From an optimization exercise on the open Yosys and OpenROAD flow, aimed at small area, a short achievable clock period and few clock cycles per item; shortcuts taken in it are not production practice. The RTL was checked by simulation tests, not by an equivalence proof against the original design.

## flow/design.v (module list and top-level ports; edited modules follow where they fit)
// module fa: 4 lines
// module ha: 4 lines
// module reciprocal: 38 lines
// module imc: 1554 lines
module imc
  #(parameter INPUT_W = 16,
    parameter OUTPUT_W = 16)
(
    input  logic                   clk,
    input  logic                   rst_n,
    input  logic                   start,
    input  logic [INPUT_W-1:0]     aIn,
    input  logic [INPUT_W-1:0]     bIn,
    input  logic [INPUT_W-1:0]     cIn,
    input  logic [INPUT_W-1:0]     dIn,
    output logic                   ready,
    output logic [OUTPUT_W-1:0]    aOut,
    output logic [OUTPUT_W-1:0]    bOut,
    output logic [OUTPUT_W-1:0]    cOut,
    output logic [OUTPUT_W-1:0]    dOut,
    output logic                   aOut_sign,
    output logic                   bOut_sign,
    output logic                   cOut_sign,
    output logic                   dOut_sign
);
  // ...
==> flow/flow/run.sh <==
#!/bin/bash
# The standard layout (the standard.sh, all ORFS steps from synthesis
# to finish), except that buffer_ports puts a buf_2 on every input and
# output port instead of the cell it picks on its own (a slow delay cell,
# clkdlybuf4s50_1). Timing repair still resizes port buffers as it needs.
# make's output goes to flow_make.log; ORFS keeps each step's log under
# orfs/logs.
set -euo pipefail
bash standard.sh "BUFFER_PORTS_ARGS=-buffer_cell sky130_fd_sc_hd__buf_2" finish > flow_make.log 2>&1
==> flow/standard.sh <==
#!/bin/bash
# synth_recipe.tcl (not shown) runs the flow's synth.tcl, then flattens the netlist and writes it again
# the make line also repeats each setting of config.mk as NAME=value (left out here)
make -C /OpenROAD-flow-scripts/flow DESIGN_CONFIG=/design/flow/config.mk WORK_HOME=/design/flow/orfs CLKGATE_MAP_FILE= SYNTH_SCRIPT=/design/flow/synth_recipe.tcl "${@:-finish}"
==> flow/config.mk <==
export PLATFORM = sky130hd
export DESIGN_NAME = imc
export DESIGN_NICKNAME = imc
export VERILOG_FILES = /design/flow/design.v
export SDC_FILE = /design/flow/constraint.sdc
export NUM_CORES = 4
export LEC_CHECK = 0
export CAP_MARGIN = 20
export CORE_MARGIN = 2
export CORE_UTILIZATION = 60
export SETUP_SLACK_MARGIN = 3
export SLEW_MARGIN = 20
export SYNTH_HIERARCHICAL = 1
==> flow/constraint.sdc <==
create_clock -name core_clock -period 11.0 [get_ports {clk}]
set_input_delay 2.2000 -clock core_clock [delete_from_list [all_inputs] [get_ports {clk}]]
set_output_delay 2.2000 -clock core_clock [all_outputs]
set_load 0.01 [all_outputs]
==> impl_metrics.yaml, run 1 <==
outcome:
  outcome: "complete, no violations"
logic_synthesis:
  synth.avg_cell_area_um2: 9.801
  synthCells: 2116
  synth_ff_type: "edfxtp_1"
  synthSimpleGateAreaFrac_pct: 15.77
  yosys.area_share.adder_pct: 60.40
  synth.area.mux_share_pct: 0.3378
  synth-edff-count: 44
  synth-seq-cells: 45
die:
  io_pins: 136
  die_y_um: 189.9
grt:
  grt_pass1_wl_um: 92400
  grt-busiest-layer: "met2"
layout:
  diodes: 2
  nClkBuffers: 5
  fin_cells: 2608
  multi_input_cells: 1830
clocking:
  root_buffer: "clkbuf_16"
  htreeDepth: 2
setup_path:
  timing.critical_path.buf_inv: 1
  crit_family: "adder cells"
timing:
  fin_crit_ns: 8.123
  slew_violations: 0
  setup_tns_ns: 0
detailed_routing:
  wl_met3_um: 4482
  wl_per_cell_um: 21.56
place:
  dpl.cell_count: 2578
  dp.final_hpwl_um: 42030
Testbench counts, summed over its fixed seeds: cycles 3,200, items 3,200.
==> run 2, diff against run 1 <==
--- a/flow/design.v
+++ b/flow/design.v
@@ -1131,17 +1131,17 @@
   wire dl_G1_0 = dl_g[1] | (dl_p[1] & (dl_g[0] | (dl_p[0] & cp)));
   wire dl_G3_2 = dl_g[3] | (dl_p[3] & dl_g[2]);
   wire dl_P3_2 = dl_p[3] & dl_p[2];
   wire dl_G2_0 = dl_g[2] | (dl_p[2] & dl_G1_0);
   wire dl_G3_0 = dl_G3_2 | (dl_P3_2 & dl_G1_0);
   wire dl_G4_0 = dl_g[4] | (dl_p[4] & dl_G3_0);
   assign diff     = {12'd0, (dl_p[4] ^ dl_G3_0), (dl_p[3] ^ dl_G2_0), (dl_p[2] ^ dl_G1_0), (dl_p[1] ^ (dl_g[0] | (dl_p[0] & cp))), (dl_p[0] ^ cp)};
   logic        c4, ghi, phi;
-  assign c4       = diff[4] ^ dxv[4] ^ dyv[4];
+  assign c4       = dl_G3_0;
   wire [11:0] gh_p = {dxv[15], dxv[14], dxv[13], dxv[12], dxv[11], dxv[10], dxv[9], dxv[8], dxv[7], dxv[6], dxv[5], dxv[4]} | {dyv[15], dyv[14], dyv[13], dyv[12], dyv[11], dyv[10], dyv[9], dyv[8], dyv[7], dyv[6], dyv[5], dyv[4]};
   wire [11:0] gh_g = {dxv[15], dxv[14], dxv[13], dxv[12], dxv[11], dxv[10], dxv[9], dxv[8], dxv[7], dxv[6], dxv[5], dxv[4]} & {dyv[15], dyv[14], dyv[13], dyv[12], dyv[11], dyv[10], dyv[9], dyv[8], dyv[7], dyv[6], dyv[5], dyv[4]};
   wire gh_G2_1 = gh_g[2] | (gh_p[2] & gh_g[1]);
   wire gh_P2_1 = gh_p[2] & gh_p[1];
   wire gh_G2_0 = gh_G2_1 | (gh_P2_1 & gh_g[0]);
   wire gh_G5_4 = gh_g[5] | (gh_p[5] & gh_g[4]);
   wire gh_P5_4 = gh_p[5] & gh_p[4];
   wire gh_G5_3 = gh_G5_4 | (gh_P5_4 & gh_g[3]);
==> run 2 against run 1 <==
  * Hold slack improved by 0.019 ns
  * Non-clock buffer count decreased by 15
  * Critical path depth increased by 3
  * Routed wire length decreased by 1.0%
  * First-iteration DRC count decreased by 8.9%
  * Die area about the same
  * Synthesized area about the same
  * Largest cell class unchanged
  * Highest routed layer unchanged
==> impl_metrics.yaml, run 2 <==
logic_synthesis:
  synth_top_area_share_pct: 54.70
  yosysWarnings: 8
  yosysTopAreaCell: "fa_1"
  synth_common_cells: "nand2_1, fa_1, clkbuf_1"
  synth-seq-cells: 45
  syn_area_mm2: 0.02075
  synth.avg_cell_area_um2: 9.882
  yosys.cell_types.count: 66
  synthCells: 2100
  ys_async_sr_fraction_pct: 2.222
  ys_seq_area_share_pct: 6.487
  synth_area_leaders: "fa_1, nand2_1, edfxtp_1"
  synth-edff-count: 44
  yosysMostFrequentCell: "nand2_1"
  synth_ff_type: "edfxtp_1"
grt:
  grt_max_degree: 45
  grt_pass1_vias: 16817
  grtUsageTotal_pct: 32.62
  grt_overflow: 0
  grt_pass1_wl_um: 91030
  antenna_found_initial: 0
detailed_routing:
  ant_nets: 0
  wl_met2_um: 27190
  drc: 0
  vias: 15633
  wl_met3_um: 4571
  drt_first_pass_iters: 8
  wl_met1_um: 22300
  top_layer: "met4"
  drt_iter0_markers: 1307
  wl_per_cell_um: 21.60
  viasPerCell: 6.069
  drt-total-wl_um: 55640
clocking:
  cts_tree: "yes"
  htreeDepth: 2
  cts.path.max_buffers: 2
  cts_hold_buf: 0
  cts_buffers: 5
  numClockSinks: 45
  clk_pin_slew_ns: 0.06
  root_buffer: "clkbuf_16"
place:
  place_area_mm2: 0.02151
  dp.final_hpwl_um: 41370
  port_buffers: 135
  place_congestion: 0.8929
layout:
  diodes: 0
  fillers: 2843
  drive_above_1_share_pct: 9.807
  finish.utilization_pct: 64.01
  final_cell_mix: "nand2_1, fa_1, ha_1, inv_1, buf_2"
  final_common_cell: "nand2_1"
  area_delta_synth_final_pct: 5.758
  nets: 2848
  final_area_mm2: 0.02195
timing:
  setup_violations: 0
  fmaxAchievable_ghz: 0.1263
  finalHoldViolCount: 0
  fin_crit_sh_pct: 71.97
  slew_violations: 0
  worst_slew_pin_slew_ns: 0.9577
  fin_crit_ns: 7.917
  grt_setup_unrepaired: "yes"
  setup_tns_ns: 0
  max_slew_margin_pct: 36.15
die:
  fp.dieW_um: 190.0
  io_pins: 136
  start_util_pct: 60.52
  dieArea_mm2: 0.03609
  die_y_um: 190.0
  num_rows: 68
  fp.coreArea_mm2: 0.03429
setup_path:
  path_class: "in2reg"
  required_ns: 11.04
  start_kind: "input pin"
  crit_path_max_fanout: 18
  cp.arrival_ns: 7.96
  cp-end-kind: "register"
run:
  drv_cap: 0
outcome:
  outcome: "complete, no violations"
worst_hold_path:
  min-delay-path-class: "in2async"
run 2: cell count changes in the layout (fill, tap and decap cells not counted), sizes merged, moves of 7 or more:
cell    previous run  this run
inv              102        93
a21o              15         4
buf              166       120
o21ai             34        44
o21a               5        15
a22oi             12        20
a21oi             38        27
xnor2             49        57
a22o              25        15
clkbuf             5        37
nand3              1         8
or4                1         9
a31oi             13         3
a221oi            11         3
run 2: logic make-up after synthesis:
kind of cell	Yosys count	share of synthesized area, %
buffers and inverters	285	5.553
AND/OR/NAND/NOR	814	16.53
adder cells (fa/ha/maj)	664	60.51
flip-flops	45	6.487
multiplexers	3	0.1447
AO/OA/AOI/OAI	206	7.193
XOR/XNOR	82	3.569
other	1	0.01807
run 2: worst max-delay path: stages:
cell and delay, ns:
buf_12 0.13, nand2_2 0.07, fa_1 0.56, fa_1 0.43
fa_1 0.48, fa_2 0.35, fa_1 0.50, fa_1 0.43
a222oi_1 0.39, a21boi_2 0.27, nand3_2 0.12, o311ai_2 0.32
a221oi_2 0.08, fa_2 0.37, fa_2 0.36, a21o_1 0.17
a21oi_2 0.15, nor2_1 0.06, o21ai_1 0.12, a211o_1 0.15
a21oi_1 0.08, xnor2_1 0.14
run 2: metal layers:
metal	vias up	track usage, %
met3	96	4.169
met5	-	0
li1	6606	-
met4	0	9.899
met1	8150	46.04
met2	781	53.51
run 2: modules after synthesis, one instance, submodules excluded:
module	cell area, µm²	cells
ha	12.51	1
fa	20.02	1
reciprocal	399.1	55
imc	9195	1482
run 2: repair_timing:
| action | CTS | global route |
|---|---|---|
| pin swaps | 1 | 2 |
| setup endpoints to repair | 1 | 13 |
| setup buffers | 0 | 6 |
| gates resized for setup | 17 | 55 |
run 2: final timing paths:
kind / from / to / cells past startpoint
setup / recovery: cIn[14] / dsign_r / 22
max in group asynchronous: rst_n / ready_r / 1
hold / removal: rst_n / ready_r / 1
min in group core_clock: cIn[14] / mC_r[7] / 2
run 2: cell type report:
type                       instances  area [µm²]  share of cell area [%]
inverter                          93       349.1                   1.591
multi-input combinational       1824       18520                   84.39
timing repair buffer             151       999.7                   4.555
clock inverter                     2       33.78                  0.1539
clock buffer                       6       128.9                  0.5872
sequential                        45        1346                   6.134
tap                              455       569.3                   2.594
run 2: through the flow:
stage | std cells | hold slack [ns] | setup WS (ns)
3_5_place_dp | 2562 | 1.976 | 2.435
4_1_cts | 2570 | 1.668 | 3.011
2_1_floorplan | 2154 | 1.904 | 2.952
3_3_place_gp | 2562 | 1.974 | 2.527
5_1_grt | 2576 | 1.669 | 2.840
6_report | 2576 | 1.674 | 3.083
Testbench counts of run 2, summed over its fixed seeds: cycles 3,200, items 3,200.
==> run 3, diff against run 2 <==
--- a/flow/config.mk
+++ b/flow/config.mk
@@ -8,6 +8,7 @@
 export CAP_MARGIN = 20
 export CORE_MARGIN = 2
 export CORE_UTILIZATION = 60
+export PLACE_DENSITY = 0.75
 export SETUP_SLACK_MARGIN = 3
 export SLEW_MARGIN = 20
 export SYNTH_HIERARCHICAL = 1
==> run 3 against run 2 <==
  * First-iteration DRC count is 26% higher
  * Hold slack better by 0.0052 ns
  * Still clean
  * Core utilization hardly changed
==> impl_metrics.yaml, run 3 <==
timing:
  worst_slew_pin_slew_ns: 0.9808
  fmaxAchievable_ghz: 0.1255
  fin_crit_ns: 7.969
  grt_setup_unrepaired: "yes"
  finalHoldViolCount: 0
  setup_violations: 0
  setup_tns_ns: 0
  fin_crit_sh_pct: 72.45
  slew_violations: 0
  max_slew_margin_pct: 34.61
logic_synthesis:
  synth_area_leaders: "fa_1, nand2_1, edfxtp_1"
  yosys.area_share.adder_pct: 60.51
  ys_async_sr_fraction_pct: 2.222
  synth_compound_area_share_pct: 7.193
  ys_seq_area_share_pct: 6.487
  synthCells: 2100
  yosysMostFrequentCell: "nand2_1"
  yosys.cell_types.count: 66
  synth-seq-cells: 45
  synth-xor-area-share_pct: 3.569
  yosysTopAreaCell: "fa_1"
  synth_top_family_by_area: "adder cells"
  yosysWarnings: 8
  synth_ff_type: "edfxtp_1"
  synthSimpleGateAreaFrac_pct: 16.53
  synth.area.mux_share_pct: 0.1447
  synth-edff-count: 44
  syn_area_mm2: 0.02075
  synth_top_area_share_pct: 54.70
  synth.avg_cell_area_um2: 9.882
  synth_common_cells: "nand2_1, fa_1, clkbuf_1"
place:
  place_congestion: 0.9106
  port_buffers: 135
  dpl.cell_count: 2562
  dp.final_hpwl_um: 40150
  place_area_mm2: 0.02151
detailed_routing:
  drt-total-wl_um: 54240
  ant_nets: 0
  wl_per_cell_um: 21.06
  drt_iter0_markers: 1648
  drc: 0
  drt_first_pass_iters: 10
  viasPerCell: 6.234
  vias: 16059
clocking:
  numClockSinks: 45
  root_buffer: "clkbuf_16"
  htreeDepth: 2
  cts_hold_buf: 0
  cts_tree: "yes"
  cts_buffers: 5
  cts.path.max_buffers: 2
  clk_pin_slew_ns: 0.06
layout:
  area_delta_synth_final_pct: 5.812
  final_cell_mix: "nand2_1, fa_1, buf_2, ha_1, inv_1"
  final_area_mm2: 0.02196
  diodes: 0
  drive_above_1_share_pct: 9.901
  nets: 2848
  fin_cells: 2576
  final_common_cell: "nand2_1"
setup_path:
  cp.arrival_ns: 8.00
  crit_path_max_fanout: 17
  required_ns: 11.03
  max_stage_delay_ns: 0.57
  path_class: "in2reg"
  slowest_stage: "fa_1"
  cp_cell_sequence: "buf_2 > nand2_1 > fa_1 > fa_1 > fa_1 > fa_1 > fa_1 > a222oi_1 > a21boi_2 > nand3_2 > o311ai_2 > a221oi_2 > fa_2 > fa_2 > a21o_1 > a21oi_2 > nor2_1 > o21ai_0 > a211o_1 > a21oi_1 > xnor2_1"
  cp-end-kind: "register"
  start_kind: "input pin"
  cp_common_cell: "fa_1"
run:
  drv_cap: 0
worst_hold_path:
  min-delay-path-class: "in2async"
die:
  fp.dieW_um: 190.0
  start_util_pct: 60.52
  die_y_um: 190.0
  dieArea_mm2: 0.03609
  num_rows: 68
  io_pins: 136
  fp.coreArea_mm2: 0.03429
grt:
  antenna_found_initial: 0
  grt_max_degree: 45
  grt_pass1_wl_um: 88030
  grt_pass1_vias: 17244
  grtUsageTotal_pct: 30.98
  grt_overflow: 0
outcome:
  outcome: "complete, no violations"
-- run 3: changes by cell type in the layout (fill, tap and decap cells not counted), sizes merged --
cell,before,now
buf,120,129
clkbuf,37,27
inv,93,94
bufinv,1,2
clkinv,1,0
-- run 3: what timing repair did --
action,in CTS,in global routing
resized for setup,32,31
endpoints found under the setup margin,1,11
pin swaps,3,4
buffers inserted,1,5
-- run 3: cell families after synthesis --
| group | Yosys count |
|---|---|
| AND/OR/NAND/NOR | 814 |
| AO/OA/AOI/OAI | 206 |
| flip-flops | 45 |
| adder cells (fa/ha/maj) | 664 |
| multiplexers | 3 |
| other | 1 |
| XOR/XNOR | 82 |
| buffers and inverters | 285 |
-- run 3: metrics by stage --
stage | setup WS, ns | hold slack, ns | util (%)
final | 3.031 | 1.679 | 64.04
after global routing | 2.789 | 1.673 | 64.04
after CTS | 3.006 | 1.676 | 63.63
after detailed placement | 2.393 | 1.976 | 62.73
after global placement | 2.605 | 1.975 | 62.73
after floorplan | 2.952 | 1.904 | -
-- run 3: worst max-delay path, delay by kind of cell --
kind | cells | cell delay (ns)
simple gates | 3 | 0.35
compound gates | 9 | 1.74
xor+xnor | 1 | 0.14
fa+ha+maj | 7 | 3.18
buf+inv | 1 | 0.37
-- run 3: worst paths after layout --
check / cells after the start / slack [ns] / end / startpoint
hold / removal: 1 / 1.68 / ready_r / rst_n
max in group asynchronous: 1 / 9.24 / ready_r / rst_n
min in group core_clock: 3 / 2.27 / sC_r / cIn[13]
setup / recovery: 21 / 3.03 / dsign_r / bIn[4]
-- run 3: cell type report --
class | instances | area (µm²)
inverter | 93 | 349.1
clock buffer | 5 | 125.1
multi-input combinational | 1824 | 18520
sequential | 45 | 1346
fill | 2699 | 12330
clock inverter | 3 | 68.82
timing repair buffer | 151 | 978.4
tap | 455 | 569.3
-- run 3: Yosys stat by module (local to each module, per instance) --
module / copies in the design / area [µm²]
imc: 1 / 9195
reciprocal: 1 / 399.1
fa: 548 / 20.02
ha: 15 / 12.51
-- run 3: metal layers --
layer  wire length (µm)  track usage [%]  up-vias
met5                  0                0        -
met4               2255            12.79        0
met3               5383            5.018      190
met2              26550            51.25     1060
met1              20050            41.16     8195
li1                   -                -     6614

[static timing again, ports no longer ideal]
Ports are ideal in the flow. The routed layouts listed here were re-timed in OpenROAD.
Step 1: set_driving_cell puts a clkbuf_16 on clk and a buf_2 on each other input, an assumption about the parent block.
Step 2 adds t to the input delays and takes it off the output delays; t is the mean of the earliest and latest rising clock arrival at the registers after step 1. Input paths then give back, and output paths get back, about the clock's delay inside the block.
Slacks: ideal / step 1 / step 2; pairs: ideal / step 1.
| run | shift t [ns] | setup WS [ns] | worst setup path after step 2 |
|---|---|---|---|
| run 1 | 0.336 | 2.877 / 2.852 / 2.516 | input to register |
| run 2 | 0.328 | 3.083 / 3.052 / 2.724 | input to register |
| run 3 | 0.318 | 3.031 / 3.025 / 2.707 | input to register |
After both steps every run listed still meets setup and hold. The setup slack of run 1, which loses most, moves by -0.025 ns with the drivers and by -0.361 ns with both steps.
